Source: an optimization exercise on an open RTL-to-GDS flow (aim: small area and a short achievable clock period). Production flows keep margins and buffers that such runs may drop. Function was checked by simulation only, so behaviour that the tests miss may differ from the original. No driver is modelled on the clock port, so clocking that relies on it looks cheaper here than on a real chip. Power and IR drop assume default switching activity.

Design karatsaub, start of the top module:
module karatsaub (
    input             clk,
    input             rst,
    input             in_valid,
    input      [31:0] in_a,
    input      [31:0] in_b,
    output            out_valid,
    output reg [63:0] out_c
);
Size: about 460 flip-flops, roughly 31000 µm² of cells after synthesis.
==> flow/config.mk <==
export PLATFORM = sky130hd
export DESIGN_NAME = karatsaub
export DESIGN_NICKNAME = karatsaub
export VERILOG_FILES = /design/flow/design.v
export SDC_FILE = /design/flow/constraint.sdc
export NUM_CORES = 4
export LEC_CHECK = 0
export CAP_MARGIN = 20
export CORE_MARGIN = 2
export CORE_UTILIZATION = 60
export CTS_CLUSTER_DIAMETER = 200
export CTS_CLUSTER_SIZE = 15
export SLEW_MARGIN = 20
export SYNTH_HIERARCHICAL = 1
==> flow/constraint.sdc <==
create_clock -name core_clock -period 10.0 [get_ports {clk}]
set_input_delay 2.0000 -clock core_clock [delete_from_list [all_inputs] [get_ports {clk}]]
set_output_delay 2.0000 -clock core_clock [all_outputs]
set_load 0.01 [all_outputs]
standard.sh (not shown) runs the stock make flow with config.mk's settings and CLKGATE_MAP_FILE= SYNTH_SCRIPT=/design/flow/synth_recipe.tcl, a recipe that flattens the netlist after the stock synthesis.
==> flow/flow/run.sh <==
#!/bin/bash
# Layout flow: the standard synthesis unchanged, then the standard ORFS
# layout steps with timing repair aimed below the clock period (a larger
# setup slack margin), and before CTS the port buffers made plain
# buffers (pre_cts.tcl).  Each step's output goes to its own log.
set -e
bash standard.sh synth > synth.log 2>&1
bash standard.sh SETUP_SLACK_MARGIN=6.9 PRE_CTS_TCL=$PWD/flow/pre_cts.tcl HOOK_IN_BUF=sky130_fd_sc_hd__buf_1 HOOK_OUT_BUF=sky130_fd_sc_hd__buf_2 HOOK_FF_SIZE=2 HOOK_R1_SIZE=4  finish > layout.log 2>&1
==> flow/flow/pre_cts.tcl <==
# Port buffers: plain buffers instead of delay cells; output-stage flops
# one size up.  Only drive strengths and buffer types change.
set block [ord::get_db_block]
foreach bterm [$block getBTerms] {
  set net [$bterm getNet]
  if {$net == "NULL"} continue
  set name [$bterm getName]
  if {$name == "clk"} continue
  if {[$bterm getIoType] == "INPUT"} {
    foreach it [$net getITerms] {
      set inst [$it getInst]
      set m [[$inst getMaster] getName]
      if {[string match "*dlybuf*" $m] || [string match "*dlygate*" $m]} {
        replace_cell [$inst getName] $::env(HOOK_IN_BUF)
      }
    }
  } else {
    foreach it [$net getITerms] {
      if {![$it isOutputSignal]} continue
      set inst [$it getInst]
      replace_cell [$inst getName] $::env(HOOK_OUT_BUF)
      # the flop behind the output buffer
      foreach it2 [$inst getITerms] {
        if {![$it2 isInputSignal]} continue
        set n2 [$it2 getNet]
        foreach it3 [$n2 getITerms] {
          if {![$it3 isOutputSignal]} continue
          set f [$it3 getInst]
          set fm [[$f getMaster] getName]
          if {[regsub {_1$} $fm "_$::env(HOOK_FF_SIZE)" nm]} {
            if {[string match "*df*" $fm]} { replace_cell [$f getName] $nm }
          }
        }
      }
    }
  }
}
if {[info exists ::env(HOOK_R1_SIZE)] && $::env(HOOK_R1_SIZE) != ""} {
  foreach inst [$block getInsts] {
    set iname [$inst getName]
    if {![string match "r1_*" $iname]} continue
    set m [[$inst getMaster] getName]
    if {![string match "*dfxtp*" $m]} continue
    foreach it [$inst getITerms] {
      if {![$it isOutputSignal]} continue
      set n [$it getNet]
      if {$n == "NULL"} continue
      if {[llength [$n getITerms]] > 17} { replace_cell $iname sky130_fd_sc_hd__dfxtp_$::env(HOOK_R1_SIZE) }
    }
  }
}
Change:
--- a/flow/flow/run.sh
+++ b/flow/flow/run.sh
@@ -6,3 +6,3 @@
 set -e
 bash standard.sh synth > synth.log 2>&1
-bash standard.sh SETUP_SLACK_MARGIN=6.9 PRE_CTS_TCL=$PWD/flow/pre_cts.tcl HOOK_IN_BUF=sky130_fd_sc_hd__buf_1 HOOK_OUT_BUF=sky130_fd_sc_hd__buf_2 HOOK_FF_SIZE=2 HOOK_R1_SIZE=4  finish > layout.log 2>&1
+bash standard.sh SETUP_SLACK_MARGIN=6.95 PRE_CTS_TCL=$PWD/flow/pre_cts.tcl HOOK_IN_BUF=sky130_fd_sc_hd__buf_1 HOOK_OUT_BUF=sky130_fd_sc_hd__buf_2 HOOK_FF_SIZE=2 HOOK_R1_SIZE=4  finish > layout.log 2>&1
Result: Synthesized area is unchanged; wire length rises by 0.56%; sequential share of layout area barely changes; global-route usage hardly moves; core utilization increases by 0.21 points; clock power hardly moves; worst hold slack hardly moves; cell count hardly moves.
Change:
==> flow/run.sh (new file) <==
#!/bin/bash
# synth_recipe.tcl (not shown) runs the flow's synth.tcl, then flattens the netlist and writes it again
# the make line also repeats each setting of config.mk as NAME=value (left out here)
make -C /OpenROAD-flow-scripts/flow DESIGN_CONFIG=/design/flow/config.mk WORK_HOME=/design/flow/orfs CLKGATE_MAP_FILE= SYNTH_SCRIPT=/design/flow/synth_recipe.tcl finish
- SETUP_SLACK_MARGIN: default -> 5
removed: flow/flow/run.sh
removed: flow/flow/pre_cts.tcl
removed: flow/standard.sh
Sequential share of layout area is lower by 0.85 points.
Via count decreases by 0.90%.
Wire length came out lower by 0.74%.
Clock power fell by about 3%.
Clock-buffer cell count shrinks by 17.
Cell count falls by about 0.7%.
Combinational power rises by about 2%.
Non-clock buffer count shrinks by 6.
Change:
==> flow/flow/run.sh (new file) <==
#!/bin/bash
# Layout flow: the standard synthesis unchanged, then the standard ORFS
# layout steps with timing repair aimed below the clock period (a larger
# setup slack margin), and before CTS the port buffers made plain
# buffers (pre_cts.tcl).  Each step's output goes to its own log.
set -e
bash standard.sh synth > synth.log 2>&1
bash standard.sh SETUP_SLACK_MARGIN=6.95 PRE_CTS_TCL=$PWD/flow/pre_cts.tcl HOOK_IN_BUF=sky130_fd_sc_hd__buf_1 HOOK_OUT_BUF=sky130_fd_sc_hd__buf_2 HOOK_FF_SIZE=1 HOOK_R1_SIZE=4  finish > layout.log 2>&1
==> flow/flow/pre_cts.tcl (new file) <==
# Port buffers: plain buffers instead of delay cells; output-stage flops
# optionally one size up (HOOK_FF_SIZE).  Only drive strengths and buffer
# types change.
set block [ord::get_db_block]
foreach bterm [$block getBTerms] {
  set net [$bterm getNet]
  if {$net == "NULL"} continue
  set name [$bterm getName]
  if {$name == "clk"} continue
  if {[$bterm getIoType] == "INPUT"} {
    foreach it [$net getITerms] {
      set inst [$it getInst]
      set m [[$inst getMaster] getName]
      if {[string match "*dlybuf*" $m] || [string match "*dlygate*" $m]} {
        replace_cell [$inst getName] $::env(HOOK_IN_BUF)
      }
    }
  } else {
    foreach it [$net getITerms] {
      if {![$it isOutputSignal]} continue
      set inst [$it getInst]
      replace_cell [$inst getName] $::env(HOOK_OUT_BUF)
      # the flop behind the output buffer
      foreach it2 [$inst getITerms] {
        if {![$it2 isInputSignal]} continue
        set n2 [$it2 getNet]
        foreach it3 [$n2 getITerms] {
          if {![$it3 isOutputSignal]} continue
          set f [$it3 getInst]
          set fm [[$f getMaster] getName]
          if {$::env(HOOK_FF_SIZE) != 1 && [regsub {_1$} $fm "_$::env(HOOK_FF_SIZE)" nm]} {
            if {[string match "*df*" $fm]} { replace_cell [$f getName] $nm }
          }
        }
      }
    }
  }
}
if {[info exists ::env(HOOK_R1_SIZE)] && $::env(HOOK_R1_SIZE) != ""} {
  foreach inst [$block getInsts] {
    set iname [$inst getName]
    if {![string match "r1_*" $iname]} continue
    set m [[$inst getMaster] getName]
    if {![string match "*dfxtp*" $m]} continue
    foreach it [$inst getITerms] {
      if {![$it isOutputSignal]} continue
      set n [$it getNet]
      if {$n == "NULL"} continue
      if {[llength [$n getITerms]] > 17} { replace_cell $iname sky130_fd_sc_hd__dfxtp_$::env(HOOK_R1_SIZE) }
    }
  }
}
==> flow/standard.sh (new file) <==
#!/bin/bash
# synth_recipe.tcl (not shown) runs the flow's synth.tcl, then flattens the netlist and writes it again
# the make line also repeats each setting of config.mk as NAME=value (left out here)
make -C /OpenROAD-flow-scripts/flow DESIGN_CONFIG=/design/flow/config.mk WORK_HOME=/design/flow/orfs CLKGATE_MAP_FILE= SYNTH_SCRIPT=/design/flow/synth_recipe.tcl "${@:-finish}"
- SETUP_SLACK_MARGIN: 5 -> default
removed: flow/run.sh
Effect:
- The new run finished clean
- via count is higher by 0.31%
- design area goes down by 0.95%
- worst setup slack improves by 0.43 ns
- sequential power is about the same
- combinational power fell by about 2%
- area after synthesis stays the same
- clock-buffer cell count rose by 17

-- what the ideal ports hide --
How much do the figures lean on ideal ports? The routed layouts below were timed once more, with nothing changed but the port constraints. Step 1: set_driving_cell puts a clkbuf_16 on clk and a buf_2 on each other input, an assumption about the parent block. Step 2 also shifts input and output timing later by t, the mid clock arrival at the registers, as if the neighbouring blocks saw the same clock. Three values: no drivers, after step 1, after step 2; two values: the first two.
run | t, ns | setup slack, ns | latest minus earliest clock arrival (ns) | worst data-port slew with drivers (ns) | cell pins on the clock port's net
the first run | 0.632 | 6.928 / 6.867 / 6.935 | 0.032 / 0.032 | 0.08 | 1
the second run | 0.633 | 6.927 / 6.864 / 6.995 | 0.031 / 0.030 | 0.08 | 1
the third run | 0.633 | 6.524 / 6.495 / 6.524 | 0.036 / 0.036 | 0.08 | 1
the fourth run | 0.633 | 6.951 / 6.887 / 6.958 | 0.031 / 0.032 | 0.08 | 1
After both steps every run listed still meets setup and hold.
